Background: an optimization exercise with open tools, aiming at small area. Do not read the settings as production practice. The RTL was checked by simulation tests, not by an equivalence proof against the original design. Power figures rest on the tool's default switching activity, not on a simulated workload.

==> inputs of trial 50 <==
## traffic_signal_control
module traffic_signal_control(clock, reset, emergent_control, vehicle_signal, pedestrian_signal, LCD_RS, LCD_RW, LCD_DATA);
clock: 25.0 ns
lec_check: 0
cap_margin: 20
core_margin: 2
core_utilization: 40
cts_buf_list: sky130_fd_sc_hd__clkbuf_4
place_density: 0.6
slew_margin: 20
standard.sh (not shown) runs the stock make flow with config.mk's settings and CLKGATE_MAP_FILE= SYNTH_SCRIPT=/design/flow/synth_recipe.tcl, a recipe that flattens the netlist after the stock synthesis.
==> flow/flow/run.sh <==
#!/bin/bash
# Layout flow: the standard synthesis; then the combinational logic of its
# netlist re-mapped for area with ABC (every flip-flop instance kept as it is,
# and the result proven equal to the standard netlist, else the standard netlist
# is used); then the standard ORFS layout, with buf_1 as the port buffers.
# Each tool's output goes to a log file in the work folder.
set -uo pipefail
W=$(pwd)
R=$W/orfs/results/sky130hd/traffic_signal_control/base
bash standard.sh synth > synth.log 2>&1 || { echo "synthesis failed"; exit 1; }
cp $R/1_2_yosys.v std_netlist.v
if DSTIME=${DSTIME:-60} bash flow/resyn.sh std_netlist.v resyn_netlist.v resyn > resyn.log 2>&1; then
  cp resyn_netlist.v $R/1_2_yosys.v
  touch $R/1_2_yosys.v
  rm -f $R/1_synth.odb
fi
cat resyn.log
bash standard.sh finish "BUFFER_PORTS_ARGS=-buffer_cell sky130_fd_sc_hd__buf_1" > finish.log 2>&1 || { echo "layout failed"; tail -20 finish.log; exit 1; }
==> flow/flow/cutff.py <==
#!/usr/bin/env python3
# cutff.py IN.v OUT.v : replace every flip-flop instance of a mapped netlist by
# ports (its Q becomes an input, its D and reset pin become outputs), named by the
# instance's name, so that two netlists with the same flip-flops can be compared
# as combinational logic.  Prints the sorted instance names.
import re, sys
src = open(sys.argv[1]).read()
inst_re = re.compile(r'^\s*(sky130_fd_sc_hd__df\w+)\s+(\\\S+|\w+)\s*\((.*?)\);\s*$', re.M | re.S)
ffs = []
def repl(m):
    cell, name, body = m.group(1), m.group(2), m.group(3)
    pins = dict(re.findall(r'\.(\w+)\s*\(\s*(.*?)\s*\)\s*(?:,|$)', body, re.S))
    ffs.append((name, cell, pins))
    return ''
out = inst_re.sub(repl, src)
ffs.sort()
ports, decls = [], []
for i, (name, cell, pins) in enumerate(ffs):
    ports += ['ffq_%d' % i, 'ffd_%d' % i]
    decls.append('  input ffq_%d;\n  output ffd_%d;\n  assign %s = ffq_%d;\n  assign ffd_%d = %s;\n' % (i, i, pins['Q'] + ' ', i, i, pins['D'] + ' '))
    for p in sorted(pins):
        if p not in ('CLK', 'D', 'Q'):
            ports.append('ffr_%d_%s' % (i, p))
            decls.append('  output ffr_%d_%s;\n  assign ffr_%d_%s = %s;\n' % (i, p, i, p, pins[p] + ' '))
    ports.append('ffc_%d' % i)
    decls.append('  output ffc_%d;\n  assign ffc_%d = %s;\n' % (i, i, pins['CLK'] + ' '))
hdr = re.search(r'module\s+\w+\s*\((.*?)\);', out, re.S)
out = out[:hdr.end(1)] + ', ' + ', '.join(ports) + out[hdr.end(1):]
k = out.index(';', hdr.start()) + 1
out = out[:k] + '\n' + ''.join(decls) + out[k:]
open(sys.argv[2], 'w').write(out)
for name, cell, pins in ffs:
    print(name, cell)
==> flow/flow/resyn.sh <==
#!/bin/bash
# resyn.sh IN.v OUT.v LOGPREFIX : re-map the combinational logic of a mapped
# netlist for area, keeping every flip-flop instance as it is, and check the
# result against the input with a formal equivalence proof.
set -uo pipefail
IN=$1; OUT=$2; P=$3
LIB=${LIB:-/OpenROAD-flow-scripts/flow/platforms/sky130hd/lib/sky130_fd_sc_hd__tt_025C_1v80.lib}
DSTIME=${DSTIME:-30}
DONT=""
for c in sky130_fd_sc_hd__probe_p_8 sky130_fd_sc_hd__probec_p_8 sky130_fd_sc_hd__lpflow_bleeder_1 \
  sky130_fd_sc_hd__lpflow_clkbufkapwr_1 sky130_fd_sc_hd__lpflow_clkbufkapwr_16 sky130_fd_sc_hd__lpflow_clkbufkapwr_2 \
  sky130_fd_sc_hd__lpflow_clkbufkapwr_4 sky130_fd_sc_hd__lpflow_clkbufkapwr_8 sky130_fd_sc_hd__lpflow_clkinvkapwr_1 \
  sky130_fd_sc_hd__lpflow_clkinvkapwr_16 sky130_fd_sc_hd__lpflow_clkinvkapwr_2 sky130_fd_sc_hd__lpflow_clkinvkapwr_4 \
  sky130_fd_sc_hd__lpflow_clkinvkapwr_8 sky130_fd_sc_hd__lpflow_inputiso0n_1 sky130_fd_sc_hd__lpflow_inputiso0p_1 \
  sky130_fd_sc_hd__lpflow_inputiso1n_1 sky130_fd_sc_hd__lpflow_inputiso1p_1 sky130_fd_sc_hd__lpflow_isobufsrc_1 \
  sky130_fd_sc_hd__lpflow_isobufsrc_16 sky130_fd_sc_hd__lpflow_isobufsrc_2 sky130_fd_sc_hd__lpflow_isobufsrc_4 \
  sky130_fd_sc_hd__lpflow_isobufsrc_8 sky130_fd_sc_hd__lpflow_isobufsrckapwr_16 \
  sky130_fd_sc_hd__lpflow_lsbuf_lh_hl_isowell_tap_1 sky130_fd_sc_hd__lpflow_lsbuf_lh_hl_isowell_tap_2 \
  sky130_fd_sc_hd__lpflow_lsbuf_lh_hl_isowell_tap_4 sky130_fd_sc_hd__lpflow_lsbuf_lh_isowell_4 \
  sky130_fd_sc_hd__lpflow_lsbuf_lh_isowell_tap_1 sky130_fd_sc_hd__lpflow_lsbuf_lh_isowell_tap_2 \
  sky130_fd_sc_hd__lpflow_lsbuf_lh_isowell_tap_4; do DONT="$DONT -dont_use $c"; done
if [ -n "${ABCSCRIPT:-}" ]; then printf "%b\n" "$ABCSCRIPT" > $P.abc; else
cat > $P.abc <<EOA
strash
&get -n
&st
&deepsyn -T $DSTIME
&put
dch -f
amap
topo
EOA
fi
cat > $P.ys <<EOY
read_liberty -ignore_miss_func -ignore_miss_dir $LIB
read_verilog $IN
hierarchy -top traffic_signal_control
setattr -mod -set keep_hierarchy 1 sky130_fd_sc_hd__df*
flatten
opt_clean -purge
tee -o $P.before.txt stat -liberty $LIB
abc -liberty $LIB $DONT -script $P.abc
opt_clean -purge
setundef -zero
splitnets
opt_clean -purge
hilomap -singleton -hicell sky130_fd_sc_hd__conb_1 HI -locell sky130_fd_sc_hd__conb_1 LO
insbuf -buf sky130_fd_sc_hd__buf_1 A X
opt_clean -purge
tee -o $P.after.txt stat -liberty $LIB

select -module traffic_signal_control
write_verilog -noattr -nohex -nodec -selected $OUT
EOY
yosys -q -l $P.yosys.log $P.ys > /dev/null 2>&1 || { echo "resynthesis failed"; exit 1; }
# equivalence: flip-flops cut into ports by name, combinational logic proven equal
D=$(dirname "$0")
python3 $D/cutff.py $IN $P.gold_cut.v > $P.gold_ff.txt || exit 2
python3 $D/cutff.py $OUT $P.gate_cut.v > $P.gate_ff.txt || exit 2
cmp -s $P.gold_ff.txt $P.gate_ff.txt || { echo "flip-flops differ"; exit 2; }
cat > $P.eq.ys <<EOY
read_liberty -ignore_miss_func -ignore_miss_dir $LIB
read_verilog $P.gold_cut.v
rename traffic_signal_control gold
read_verilog $P.gate_cut.v
rename traffic_signal_control gate
flatten gold gate
miter -equiv -flatten -make_assert gold gate miter
hierarchy -top miter
sat -verify -prove-asserts miter
EOY
yosys -l $P.eq.log $P.eq.ys > /dev/null 2>&1 || { echo "equivalence NOT proven"; exit 2; }
grep -q "SAT proof finished - no model found: SUCCESS" $P.eq.log || { echo "equivalence NOT proven"; exit 2; }
echo "resynthesis ok, equivalence proven"
grep "Chip area" $P.before.txt $P.after.txt
==> inputs of trial 92, as changes to trial 50 <==
==> flow/run.sh (new file) <==
#!/bin/bash
# synth_recipe.tcl (not shown) runs the flow's synth.tcl, then flattens the netlist and writes it again
# the make line also repeats each setting of config.mk as NAME=value (left out here)
make -C /OpenROAD-flow-scripts/flow DESIGN_CONFIG=/design/flow/config.mk WORK_HOME=/design/flow/orfs CLKGATE_MAP_FILE= SYNTH_SCRIPT=/design/flow/synth_recipe.tcl finish
- CTS_BUF_LIST: sky130_fd_sc_hd__clkbuf_4 -> unset
removed: flow/flow/run.sh
removed: flow/flow/cutff.py
removed: flow/flow/resyn.sh
removed: flow/standard.sh
==> results.sh <==
export IMPL_status="finished clean"
export IMPL_fin_area_um2=4010
export IMPL_clk_latency_ns=0.41
export IMPL_layout_common_cells="108 x nor2_1, 71 x clkinv_1, 65 x dfrtp_1"
export IMPL_gp_congestion=0.910
export IMPL_hold_slack_ns=0.467
export IMPL_nets=501
Source of the figures above: trial 50

==> results.sh <==
export IMPL_hold_slack_ns=0.501
export IMPL_fin_area_um2=5330
export IMPL_syn_inst=539
export IMPL_layout_common_cells="65 x dfrtp_1, 63 x nand2_1, 50 x nor2_1"
export IMPL_mostFrequentLayoutCell="dfrtp_1"
export IMPL_status="finished clean"
export IMPL_clk_latency_ns=0.34
export IMPL_endpoint="vehicle_signal[3]"
export IMPL_nets=588
Source of the figures above: trial 92


---

==> try-raven: inputs <==
Another version of the RTL of traffic_signal_control (not shown whole).
clock: 25.0 ns
lec_check: 0
cap_margin: 20
core_margin: 2
core_utilization: 40
cts_buf_list: sky130_fd_sc_hd__clkbuf_4
place_density: 0.6
slew_margin: 20
==> flow/flow/run.sh <==
#!/bin/bash
# Layout flow: the standard synthesis; then the combinational logic of its
# netlist re-mapped for area with ABC (every flip-flop instance kept as it is,
# and the result proven equal to the standard netlist, else the standard netlist
# is used); then the standard ORFS layout, with buf_1 as the port buffers.
# Each tool's output goes to a log file in the work folder.
set -uo pipefail
W=$(pwd)
R=$W/orfs/results/sky130hd/traffic_signal_control/base
bash standard.sh synth > synth.log 2>&1 || { echo "synthesis failed"; exit 1; }
cp $R/1_2_yosys.v std_netlist.v
if DSTIME=${DSTIME:-60} bash flow/resyn.sh std_netlist.v resyn_netlist.v resyn > resyn.log 2>&1; then
  cp resyn_netlist.v $R/1_2_yosys.v
  touch $R/1_2_yosys.v
  rm -f $R/1_synth.odb
fi
cat resyn.log
bash standard.sh finish "BUFFER_PORTS_ARGS=-buffer_cell sky130_fd_sc_hd__buf_1" "CTS_ARGS=-sink_clustering_enable -repair_clock_nets -buf_list sky130_fd_sc_hd__clkbuf_8 -sink_clustering_size 32 -sink_clustering_max_diameter 200 -dont_use_dummy_load" > finish.log 2>&1 || { echo "layout failed"; tail -20 finish.log; exit 1; }
Other scripts of this flow, unchanged in this note and not shown: flow/flow/cutff.py, flow/flow/resyn.sh
==> try-maple (differences from try-raven) <==
--- a/flow/design.v
+++ b/flow/design.v
@@ -119,17 +119,20 @@
 reg [3:0] green;     
 reg [2:0] sec_t;
 reg [3:0] sec_u;
 reg [2:0] min_t;
 reg [3:0] min_u;
 reg [1:0] hr_t;
 reg [3:0] hr_u;
 wire day = (hr_t == 2'd0 && hr_u[3]) || hr_t == 2'd1 || (hr_t == 2'd2 && hr_u < 4'd3);
-wire cl0  = (cl == 7'd0);
+localparam [6:0] CL_ZERO = 7'b0010010, CL_LAST = 7'b1001011;
+wire cl0  = !cl[6] && !cl[3] && cl[4] && cl[1] && !cl[0];
+wire cl99 = cl[6] && cl[3] && !cl[2] && cl[1] && cl[0];
+wire [6:0] cl_next = {cl[5:0], cl[6] ^ cl[0]};
 wire tick = cl0 && (cb != 3'd0 || ca != 5'd0);    
 wire m500 = cl0 && (cb == 3'd0);                   
 reg done;
 always @(*) begin
     if (day)
         done = memory[0] ? (ca >= 5'd1) : (ca >= 5'd10);
     else
         done = memory[0] ? (ca >= 5'd2) : (ca >= 5'd20);
@@ -164,41 +167,41 @@
             4'd8:  next_state = E;
             4'd9:  next_state = E2;
             4'd10: next_state = H;
             default: next_state = E2;
         endcase
 end
 always @(negedge reset or posedge clock) begin
     if (!reset) begin
-        cl <= 0;
+        cl <= CL_ZERO;
         cb <= 0;
         ca <= 0;
         memory <= 0;
         state <= A;
     end
     else begin
         state <= next_state;
         if (done) begin
-            cl <= 0;
+            cl <= CL_ZERO;
             cb <= 0;
             ca <= 0;
             memory <= (memory == 4'd11) ? 4'd0 : memory + 4'd1;
         end
-        else if (cl == 7'd99) begin
-            cl <= 0;
+        else if (cl99) begin
+            cl <= CL_ZERO;
             if (cb == 3'd4) begin
                 cb <= 0;
                 ca <= ca + 5'd1;
             end
             else
                 cb <= cb + 3'd1;
         end
         else
-            cl <= cl + 7'd1;
+            cl <= cl_next;
     end
 end
 always @(negedge reset or posedge clock) begin
     if (!reset) begin
         sec_t <= 0; sec_u <= 0;
         min_t <= 0; min_u <= 0;
         hr_t <= 0;  hr_u <= 4'd8;
     end
--- a/flow/flow/run.sh
+++ b/flow/flow/run.sh
@@ -10,9 +10,9 @@
 bash standard.sh synth > synth.log 2>&1 || { echo "synthesis failed"; exit 1; }
 cp $R/1_2_yosys.v std_netlist.v
 if DSTIME=${DSTIME:-60} bash flow/resyn.sh std_netlist.v resyn_netlist.v resyn > resyn.log 2>&1; then
   cp resyn_netlist.v $R/1_2_yosys.v
   touch $R/1_2_yosys.v
   rm -f $R/1_synth.odb
 fi
 cat resyn.log
-bash standard.sh finish "BUFFER_PORTS_ARGS=-buffer_cell sky130_fd_sc_hd__buf_1" "CTS_ARGS=-sink_clustering_enable -repair_clock_nets -buf_list sky130_fd_sc_hd__clkbuf_8 -sink_clustering_size 32 -sink_clustering_max_diameter 200 -dont_use_dummy_load" > finish.log 2>&1 || { echo "layout failed"; tail -20 finish.log; exit 1; }
+bash standard.sh finish "BUFFER_PORTS_ARGS=-buffer_cell sky130_fd_sc_hd__buf_1" "CTS_ARGS=-sink_clustering_enable -repair_clock_nets -buf_list sky130_fd_sc_hd__clkbuf_4 -dont_use_dummy_load" > finish.log 2>&1 || { echo "layout failed"; tail -20 finish.log; exit 1; }
Settings changed: CORE_UTILIZATION 40 to 75, CTS_BUF_LIST sky130_fd_sc_hd__clkbuf_4 to not set, PLACE_DENSITY 0.6 to 0.85.
==> try-sierra (differences from try-raven) <==
--- a/flow/design.v
+++ b/flow/design.v
@@ -119,17 +119,20 @@
 reg [3:0] green;     
 reg [2:0] sec_t;
 reg [3:0] sec_u;
 reg [2:0] min_t;
 reg [3:0] min_u;
 reg [1:0] hr_t;
 reg [3:0] hr_u;
 wire day = (hr_t == 2'd0 && hr_u[3]) || hr_t == 2'd1 || (hr_t == 2'd2 && hr_u < 4'd3);
-wire cl0  = (cl == 7'd0);
+localparam [6:0] CL_ZERO = 7'b0010010, CL_LAST = 7'b1001011;
+wire cl0  = !cl[6] && !cl[3] && cl[4] && cl[1] && !cl[0];
+wire cl99 = cl[6] && cl[3] && !cl[2] && cl[1] && cl[0];
+wire [6:0] cl_next = {cl[5:0], cl[6] ^ cl[0]};
 wire tick = cl0 && (cb != 3'd0 || ca != 5'd0);    
 wire m500 = cl0 && (cb == 3'd0);                   
 reg done;
 always @(*) begin
     if (day)
         done = memory[0] ? (ca >= 5'd1) : (ca >= 5'd10);
     else
         done = memory[0] ? (ca >= 5'd2) : (ca >= 5'd20);
@@ -164,41 +167,41 @@
             4'd8:  next_state = E;
             4'd9:  next_state = E2;
             4'd10: next_state = H;
             default: next_state = E2;
         endcase
 end
 always @(negedge reset or posedge clock) begin
     if (!reset) begin
-        cl <= 0;
+        cl <= CL_ZERO;
         cb <= 0;
         ca <= 0;
         memory <= 0;
         state <= A;
     end
     else begin
         state <= next_state;
         if (done) begin
-            cl <= 0;
+            cl <= CL_ZERO;
             cb <= 0;
             ca <= 0;
             memory <= (memory == 4'd11) ? 4'd0 : memory + 4'd1;
         end
-        else if (cl == 7'd99) begin
-            cl <= 0;
+        else if (cl99) begin
+            cl <= CL_ZERO;
             if (cb == 3'd4) begin
                 cb <= 0;
                 ca <= ca + 5'd1;
             end
             else
                 cb <= cb + 3'd1;
         end
         else
-            cl <= cl + 7'd1;
+            cl <= cl_next;
     end
 end
 always @(negedge reset or posedge clock) begin
     if (!reset) begin
         sec_t <= 0; sec_u <= 0;
         min_t <= 0; min_u <= 0;
         hr_t <= 0;  hr_u <= 4'd8;
     end
--- a/flow/flow/run.sh
+++ b/flow/flow/run.sh
@@ -10,9 +10,9 @@
 bash standard.sh synth > synth.log 2>&1 || { echo "synthesis failed"; exit 1; }
 cp $R/1_2_yosys.v std_netlist.v
 if DSTIME=${DSTIME:-60} bash flow/resyn.sh std_netlist.v resyn_netlist.v resyn > resyn.log 2>&1; then
   cp resyn_netlist.v $R/1_2_yosys.v
   touch $R/1_2_yosys.v
   rm -f $R/1_synth.odb
 fi
 cat resyn.log
-bash standard.sh finish "BUFFER_PORTS_ARGS=-buffer_cell sky130_fd_sc_hd__buf_1" "CTS_ARGS=-sink_clustering_enable -repair_clock_nets -buf_list sky130_fd_sc_hd__clkbuf_8 -sink_clustering_size 32 -sink_clustering_max_diameter 200 -dont_use_dummy_load" > finish.log 2>&1 || { echo "layout failed"; tail -20 finish.log; exit 1; }
+bash standard.sh finish "BUFFER_PORTS_ARGS=-buffer_cell sky130_fd_sc_hd__buf_1" "CTS_ARGS=-sink_clustering_enable -repair_clock_nets -buf_list sky130_fd_sc_hd__clkbuf_4 -dont_use_dummy_load" > finish.log 2>&1 || { echo "layout failed"; tail -20 finish.log; exit 1; }
Settings changed: CORE_UTILIZATION 40 to 60, CTS_BUF_LIST sky130_fd_sc_hd__clkbuf_4 to not set, PLACE_DENSITY 0.6 to 0.75.
==> try-ember (differences from try-raven) <==
--- a/flow/flow/run.sh
+++ b/flow/flow/run.sh
@@ -10,9 +10,9 @@
 bash standard.sh synth > synth.log 2>&1 || { echo "synthesis failed"; exit 1; }
 cp $R/1_2_yosys.v std_netlist.v
 if DSTIME=${DSTIME:-60} bash flow/resyn.sh std_netlist.v resyn_netlist.v resyn > resyn.log 2>&1; then
   cp resyn_netlist.v $R/1_2_yosys.v
   touch $R/1_2_yosys.v
   rm -f $R/1_synth.odb
 fi
 cat resyn.log
-bash standard.sh finish "BUFFER_PORTS_ARGS=-buffer_cell sky130_fd_sc_hd__buf_1" "CTS_ARGS=-sink_clustering_enable -repair_clock_nets -buf_list sky130_fd_sc_hd__clkbuf_8 -sink_clustering_size 32 -sink_clustering_max_diameter 200 -dont_use_dummy_load" > finish.log 2>&1 || { echo "layout failed"; tail -20 finish.log; exit 1; }
+bash standard.sh finish "BUFFER_PORTS_ARGS=-buffer_cell sky130_fd_sc_hd__buf_1" "CTS_ARGS=-sink_clustering_enable -repair_clock_nets -buf_list sky130_fd_sc_hd__clkbuf_4 -dont_use_dummy_load" > finish.log 2>&1 || { echo "layout failed"; tail -20 finish.log; exit 1; }
==> results.txt <==
Of try-maple and try-ember, try-maple has the higher clock power (gap about 2%, measured against try-ember). Via count, highest first: try-maple, try-ember, try-sierra, try-raven. Between try-ember and try-sierra, the lower total power is in try-sierra (gap about 1.3%, measured against try-sierra). In sequential power, try-maple and try-raven hardly differ.
==> figures <==
metric                                                                try-ember             try-maple             try-raven       try-sierra
Result of the run                                                finished clean        finished clean        finished clean   finished clean
Most common cell type on the critical path                             clkinv_1                nor2_1              clkinv_1         clkinv_1
Arrival time worst endpoint                                             3.25 ns               3.34 ns               3.18 ns          2.95 ns
Die height                                                         96.5 microns          70.9 microns          96.5 microns     79.3 microns
Tightest slew margin relative to the limit                                0.461                 0.386                 0.458            0.477
Buffer count excluding the clock tree in the final layout                    37                    36                    37               36
Total die area                                                    0.00931 sq mm         0.00502 sq mm         0.00931 sq mm    0.00629 sq mm
Met3 wire length                                                    401 microns           708 microns           415 microns      449 microns
Delay of the slowest critical-path stage                                0.52 ns               0.71 ns               0.52 ns          0.65 ns
Worst R2R Start                                            u.pos[1]$_DFFE_PN0P_  u.pos[1]$_DFFE_PN0P_  u.pos[1]$_DFFE_PN0P_  cl[0]$_DFF_PN0_

what the ideal ports hide:
Ports are ideal in the flow. The routed layouts listed here were re-timed in OpenROAD. Step 1 (the two cells are an assumption about what drives the block):
set clk [get_ports {clock}]
set_driving_cell -lib_cell sky130_fd_sc_hd__clkbuf_16 $clk
set_driving_cell -lib_cell sky130_fd_sc_hd__buf_2 [delete_from_list [all_inputs] $clk]
Step 2 also shifts input and output timing later by t, the mid clock arrival at the registers, as if the neighbouring blocks saw the same clock. Three values: ideal ports, drivers, drivers and shift; two values: the first two.
run	t, ns	setup WS [ns]	pins driven straight from the clock port
trial 50	0.432	18.050 / 18.019 / 18.451	1
trial 92	0.375	17.883 / 17.843 / 18.218	1
try-raven	0.358	16.816 / 16.786 / 17.144	1
try-maple	0.438	16.663 / 16.635 / 17.072	1
try-sierra	0.410	17.055 / 17.028 / 17.438	1
try-ember	0.420	16.748 / 16.719 / 17.139	1
After both steps setup and hold are still met in every run listed.
